Context: an optimization exercise on an open-source flow, tuned for small area, a short achievable clock period and few clock cycles. The choices shown serve that exercise and are no tape-out recipe.
Function was checked by simulation only, so behaviour that the tests miss may differ from the original.
No activity file was given, so power comes from the tool's default toggle rates.

==> flow/design.v <==
module SimpleCPU(clk, rst, data_fromRAM, wrEn, addr_toRAM, data_toRAM);
input clk, rst;
input wire [31:0] data_fromRAM;
output reg wrEn;
output reg [9:0] addr_toRAM;
output reg [31:0] data_toRAM;    
localparam S_F0  = 4'd0,   
           S_F1  = 4'd1,   
           S_2   = 4'd2,   
           S_3   = 4'd3,   
           S_4   = 4'd4,   
           S_5   = 4'd5,   
           S_IT  = 4'd6,   
           S_J   = 4'd7,   
           S_BR  = 4'd8,   
           S_NFX = 4'd9,   
           S_NFL = 4'd10,  
           S_NFH = 4'd11;  
localparam OP_ADD = 4'd0, OP_ADDi = 4'd1, OP_NAND = 4'd2, OP_NANDi = 4'd3,
           OP_SRL = 4'd4, OP_SRLi = 4'd5, OP_LT = 4'd6, OP_LTi = 4'd7,
           OP_CP = 4'd8, OP_CPi = 4'd9, OP_CPI = 4'd10, OP_CPIi = 4'd11,
           OP_BZJ = 4'd12, OP_BZJi = 4'd13, OP_MUL = 4'd14, OP_MULi = 4'd15;
reg [3:0]  state;
reg        hz;           
reg [9:0]  pc;
reg [3:0]  op;
reg [9:0]  fa;           
reg [31:0] r2;           
reg [31:0] r3;           
wire [31:0] d  = data_fromRAM;
wire [31:0] r1 = data_toRAM;
wire [9:0]  pc1 = pc + 10'd1;
wire        mulstep = (state == S_IT);
wire        sub  = ~mulstep & op[2] & op[1];           
wire [31:0] addb = ((mulstep & ~r3[0]) ? 32'd0 : r2) ^ {32{sub}};
wire [32:0] sum  = {1'b0, r1} + {1'b0, addb} + {32'd0, sub};
wire        lt   = ~sum[32];
wire        ge32  = |r2[31:5];
wire        sh8   = |r2[4:3];
wire        sh1   = |r2[2:0];
wire [31:0] srl_r = ge32 ? 32'd0 : sh8 ? (r1 >> 8) : sh1 ? (r1 >> 1) : r1;
wire        srl_last = ge32 | (r2[4:0] == 5'd0) | (r2[4:0] == 5'd8) |
                       (r2[4:3] == 2'd0 && r2[2:0] == 3'd1);
reg  [31:0] alu;
always @(*) begin
	case (op[2:1])
		2'b00:   alu = sum[31:0];         
		2'b01:   alu = ~(r1 & r2);        
		2'b11:   alu = {31'd0, lt};       
		default: alu = srl_r;             
	endcase
end
wire r3hz = (r3[31:1] == 31'd0);
wire r2lz = (r2[30:0] == 31'd0);
wire r2z  = r2lz & ~r2[31];
wire r3z  = r3hz & ~r3[0];
wire mul_last = r3hz | r2lz;
always @(posedge clk) begin
	if (rst) begin
		state <= S_F0;
		pc <= 10'd0;
		addr_toRAM <= 10'd0;
		wrEn <= 1'b0;
		hz <= 1'b0;
	end else begin
		wrEn <= 1'b0;
		case (state)
		S_F0: begin
			hz <= 1'b0;
			state <= S_F1;
		end
		S_F1: begin
			if (hz) begin
				addr_toRAM <= pc;
				state <= S_F0;
			end else begin
				addr_toRAM <= d[23:14];
				state <= S_2;
			end
		end
		S_2: begin
			addr_toRAM <= r2[9:0];
			state <= S_3;
			if (op == OP_CPi) begin addr_toRAM <= pc1; pc <= pc1; state <= S_NFH; end
		end
		S_3: begin
			case (op)
				OP_ADDi, OP_NANDi, OP_LTi: begin addr_toRAM <= pc1; pc <= pc1; state <= S_NFX; end
				OP_SRLi: begin
					if (srl_last) begin addr_toRAM <= pc1; pc <= pc1; state <= S_NFX; end
					else state <= S_IT;
				end
				OP_MULi: state <= S_IT;
				OP_BZJi: state <= S_J;
				OP_BZJ, OP_CPIi, OP_CP: begin
					addr_toRAM <= pc1; pc <= pc1;
					state <= (op == OP_BZJ) ? S_4 : S_NFL;
				end
				default: state <= S_4;  
			endcase
		end
		S_4: begin
			case (op)
				OP_SRL: state <= S_IT;
				OP_MUL: begin
					if (r2z) begin addr_toRAM <= pc1; pc <= pc1; state <= S_NFH; end
					else state <= S_IT;
				end
				OP_CPI: begin addr_toRAM <= d[9:0]; state <= S_5; end
				OP_BZJ: begin addr_toRAM <= r1[9:0]; state <= S_BR; end
				default: begin addr_toRAM <= pc1; pc <= pc1; state <= S_NFX; end  
			endcase
		end
		S_5: begin
			addr_toRAM <= pc1; pc <= pc1; state <= S_NFL;
		end
		S_IT: begin
			if (op[3] ? (r2z | r3z | mul_last) : srl_last) begin
				addr_toRAM <= pc1; pc <= pc1; state <= S_NFH;
			end
		end
		S_J: begin
			addr_toRAM <= sum[9:0];
			pc <= sum[9:0];
			state <= S_F0;
		end
		S_BR: begin
			if (r3z) begin
				pc <= r1[9:0];
				state <= S_F1;
			end else begin
				addr_toRAM <= d[23:14];
				state <= S_2;
			end
		end
		S_NFX, S_NFL, S_NFH: begin
			addr_toRAM <= fa;
			wrEn <= 1'b1;
			hz <= (fa == pc);
			state <= S_F1;
		end
		default: state <= S_F0;
		endcase
	end
end
wire take = (state == S_F1 && !hz) || (state == S_BR && !r3z);
always @(posedge clk) begin
	if (take) begin
		op <= d[31:28];
		fa <= d[23:14];
	end else if (state == S_3 && op == OP_CPIi)
		fa <= d[9:0];
	if (take)
		data_toRAM <= {18'd0, d[13:0]};
	else case (state)
		S_2: if (op[3:1] == 3'b111) data_toRAM <= 32'd0;             
		S_3: if (!op[3] || op[3:1] == 3'b110) data_toRAM <= d;       
		S_NFX: data_toRAM <= alu;
		S_NFL: data_toRAM <= d;
		S_IT: if (op[3]) begin
				if (!(r2z | r3z)) data_toRAM <= sum[31:0];
			end else data_toRAM <= srl_r;
		default: ;
	endcase
	if (take)
		r2 <= {18'd0, d[13:0]};
	else case (state)
		S_3: if (op[3:1] == 3'b111) r2 <= d;                         
		S_4: if (!op[3]) r2 <= d;                                    
		S_IT: if (op[3]) r2 <= {r2[30:0], 1'b0};
			else if (sh8 & ~ge32) r2[4:3] <= r2[4:3] - 2'd1;
			else if (sh1 & ~ge32) r2[2:0] <= r2[2:0] - 3'd1;
		default: ;
	endcase
	if (state == S_4) r3 <= d;
	else if (state == S_3) r3 <= {18'd0, r2[13:0]};
	else r3 <= {1'b0, r3[31:1]};
end
endmodule
==> flow/run.sh <==
#!/bin/bash
# synth_recipe.tcl (not shown) runs the flow's synth.tcl, then flattens the netlist and writes it again
# the make line also repeats each setting of config.mk as NAME=value (left out here)
make -C /OpenROAD-flow-scripts/flow DESIGN_CONFIG=/design/flow/config.mk WORK_HOME=/design/flow/orfs CLKGATE_MAP_FILE= SYNTH_SCRIPT=/design/flow/synth_recipe.tcl finish
==> flow/config.mk <==
export PLATFORM = sky130hd
export DESIGN_NAME = SimpleCPU
export DESIGN_NICKNAME = SimpleCPU
export VERILOG_FILES = /design/flow/design.v
export SDC_FILE = /design/flow/constraint.sdc
export NUM_CORES = 4
export LEC_CHECK = 0
export ABC_AREA = 1
export CAP_MARGIN = 20
export CORE_MARGIN = 2
export CORE_UTILIZATION = 40
export SETUP_SLACK_MARGIN = 1.0
export SLEW_MARGIN = 20
==> flow/constraint.sdc <==
create_clock -name core_clock -period 11.0 [get_ports {clk}]
set_input_delay 2.2000 -clock core_clock [delete_from_list [all_inputs] [get_ports {clk}]]
set_output_delay 2.2000 -clock core_clock [all_outputs]
set_load 0.01 [all_outputs]
==> results.yml <==
critical_path:
  worstPathCellList: "inv_2, nor2_2, nand2_2, buf_4, nand2_2, buf_4, o21a_1, inv_1, fa_1, nand3b_1, nand2_1, a21oi_1, o21ai_0, nand2_1, nand2_1, nand2_1, nand2_1, nand2_1, nand2_1, nand2_1, nand3_1, inv_1, o21ai_1, a21oi_1"
  worstPathMaxFanout: 58
  critPathLaunchType: "flip-flop"
  worst_ep_required_time_ps: 11270
  cp_slowest_cell: "o21ai_0"
  critPathKind: "flip-flop to flip-flop"
  cp-end-kind: "flip-flop"
  cp.arrival_ps: 4610
  cpPeakStageDelay_ps: 520
  cp_common_cell: "nand2_1"
clock_network:
  cts_sinks: 136
  cts_inserted_buffers: 17
  cts-hold-fix-buffers: 0
  clk_latency_ps: 430
  cts_tree: "done"
  ctsLongestPathBuffers: 2
  cts_max_level: 4
  cts_resized: 0
  cts_setup_buffers: 0
  clk_pin_slew_ps: 60
  clockRootBuffer: "clkbuf_16"
route:
  wl_microns: 51200
  first_iter_violations: 1864
  drc_errors: 0
  wire_per_inst_microns: 23.2
  viasPerCell: 6.12
  first_pass_iters: 6
  drtAntennaViolNets: 0
  dr_total_vias: 13500
floorplan:
  io_pins: 77
  dieArea_sq_um: 30400
  row_count: 62
  start_util: 0.406
  die_x_microns: 174
  core_sq_um: 28600
  die_y_microns: 174
global_routing:
  first_global_vias: 12600
  met3_usage: 0.0582
  track_usage: 0.331
  antenna_found_initial: 1
  grt_use_met2: 0.527
  gr-total-overflow: 0
  busiest_layer: "met2"
  use_met1: 0.436
  grt_pass1_wl_microns: 77200
  grt_max_degree: 68
timing:
  hold_violations: 0
  worstMarginPinSlew_ps: 1070
  slew_viol_final: 0
  whs_ps: 462
  fin_crit_ps: 4330
  maxSlewHeadroom: 0.286
  skew_ps: 14.4
  fin_crit_sh: 0.394
  rsz0062_at_grt: "no"
  fin_tns_setup_ps: 0
  setup_ws_ps: 6670
  fmax_mhz: 231
  final-setup-viol-count: 0
yosys:
  netlist_top_cells_area: "dfxtp_1 16%, nand2_1 14%, edfxtp_1 11%"
  ys_seq_area_frac: 0.270
  ys.warnings.count: 1
  synth_cell_types: 65
  ys_ff_latch: 136
  synthArstFlopShare: 0
  synth_nets: 1860
  synth_cells: 1789
  netlist_area_sq_um: 11600
  synth-edff-count: 42
  synth_commonest_cells: "436 x nand2_1, 185 x inv_1, 151 x o21ai_0"
  post-synth-top-area-cell: "dfxtp_1"
  yosys.cell_count.top_type: "nand2_1"
  synth_flop_cell: "dfxtp_1"
  synth_area_per_cell_sq_um: 6.50
  synth_top_area_share: 0.162
placed_design:
  place_area_sq_um: 12600
  dp.cells: 2177
  dp_hpwl_microns: 38200
  port_buffers: 76
  dp_slack_ps: 6770
  gp_congestion: 0.968
finish:
  area_growth_pct: 13.5
  instances_no_fill: 2209
  diodes: 0
  fin_util: 0.461
  drive_above_1_share: 0.0570
  design_area_sq_um: 13200
  nFillCells: 2993
  final_nets: 1883
power_and_ir_drop:
  ir_drop_mv: 0.121
  total_power_mw: 4.05
  p_leak_nw: 5.34
  p_per_area_nw_per_um2: 307
worst_hold_path:
  hold_class: "flip-flop to flip-flop"
run:
  maxCapViolCount: 0
run_status:
  status: "complete, no violations"
-- final cells by class --
type                    instances  area (sq um)  share of cell area
multi-input cells            1359          7330               0.556
flip-flops and latches        136          3140               0.238
repair buffers                 93           888              0.0674
inverters                     205           769              0.0583
clock buffers                  24           524              0.0397
well taps                     384           480              0.0364
clock inverters                 8          56.3             0.00427
-- worst max-delay path, delay by kind of cell (launching register included) --
kind	cells	cell delay [ps]
and+or+nand+nor	13	1340
adders and majority gates	1	400
AOI/OAI and AO/OA	5	1060
buffers and inverters	5	910
DFF	1	400
-- cell families (layout without fill, tap and decap cells) --
kind of cell / after synthesis / count (layout) / share of synthesized area
multiplexers: 2 / 2 / 0.00172
AND/OR/NAND/NOR: 772 / 772 / 0.288
buffers and inverters: 294 / 330 / 0.100
XOR/XNOR: 64 / 64 / 0.0482
adder cells (fa/ha/maj): 37 / 37 / 0.0405
AO/OA/AOI/OAI: 484 / 484 / 0.251
flip-flops: 136 / 136 / 0.270
-- sequential cells by signal, indices dropped and copies added, names as in the netlist --
signal,cells
data_toRAM,32
r2,32
r3,32
addr_toRAM,10
fa,10
pc,10
op,4
state,4
hz,1
wrEn,1
-- path summary, 6_finish.rpt --
path / from / to / slack (ps) / depth (start not counted)
worst max-delay path: state[2]$_SDFFE_PP0N_ / data_toRAM[30]$_SDFFE_PN0P_ / 6670 / 24
worst min-delay path: r3[17]$_DFF_P_ / r3[16]$_DFF_P_ / 460 / 2
worst max register to register: state[2]$_SDFFE_PP0N_ / data_toRAM[30]$_SDFFE_PN0P_ / 6670 / 24
worst min register to register: r3[17]$_DFF_P_ / r3[16]$_DFF_P_ / 460 / 2
-- power by group --
| group | switching, mW | internal [mW] | leakage (nW) |
|---|---|---|---|
| clock network | 0.245 | 0.335 | 0.288 |
| registers | 0.270 | 0.748 | 1.17 |
| logic | 1.69 | 0.761 | 3.88 |
-- layer usage --
layer  part of all wire  vias to the layer above
met2               0.45                      840
met3              0.097                      161
met4              0.048                        2
li1                   -                     6180
met1               0.41                     6347
met5            0.00020                        -
-- placed cells by master (no fill, tap or decap), types with 10 or more instances in the layout --
master           count
nand3b_1            10
ha_1                36
nor2_1             137
inv_1              185
o221ai_1            29
nand3_1             96
nand2_1            436
nor4_1              15
nand4_1             27
a31oi_1             23
inv_2               16
o21ai_1             14
a21oi_1            138
o22ai_1             30
o21ai_0            150
edfxtp_1            42
clkbuf_16           19
dfxtp_1             94
nor3_1              15
clkdlybuf4s50_1     76
o211ai_1            23
nand2_2             10
xor2_1              58
buf_4               17
Testbench counts, summed over its fixed seeds: cycles 251,499.

==> static timing again, ports no longer ideal <==
In the flow no input, the clock included, has a driving cell. The finished layout below was timed again as built, in two steps. Step 1 (the two cells are an assumption about what drives the block):
set clk [get_ports {clk}]
set_driving_cell -lib_cell sky130_fd_sc_hd__clkbuf_16 $clk
set_driving_cell -lib_cell sky130_fd_sc_hd__buf_2 [delete_from_list [all_inputs] $clk]
Step 2 times the ports against the registers' clock, not the clock port: input delays grow and output delays shrink by t, the midpoint of the rising clock arrivals with the driver on. a / b / c = ideal ports / drivers / drivers and shift; a / b = the first two.
t, ns: 0.476
setup WS [ns]: 6.668 / 6.668 / 6.668
worst slew at a driven data input, ns: 0.04
After both steps this run still meets setup and hold. For this run, drivers alone change the setup slack by 0.000 ns; drivers and shift together by 0.000 ns.
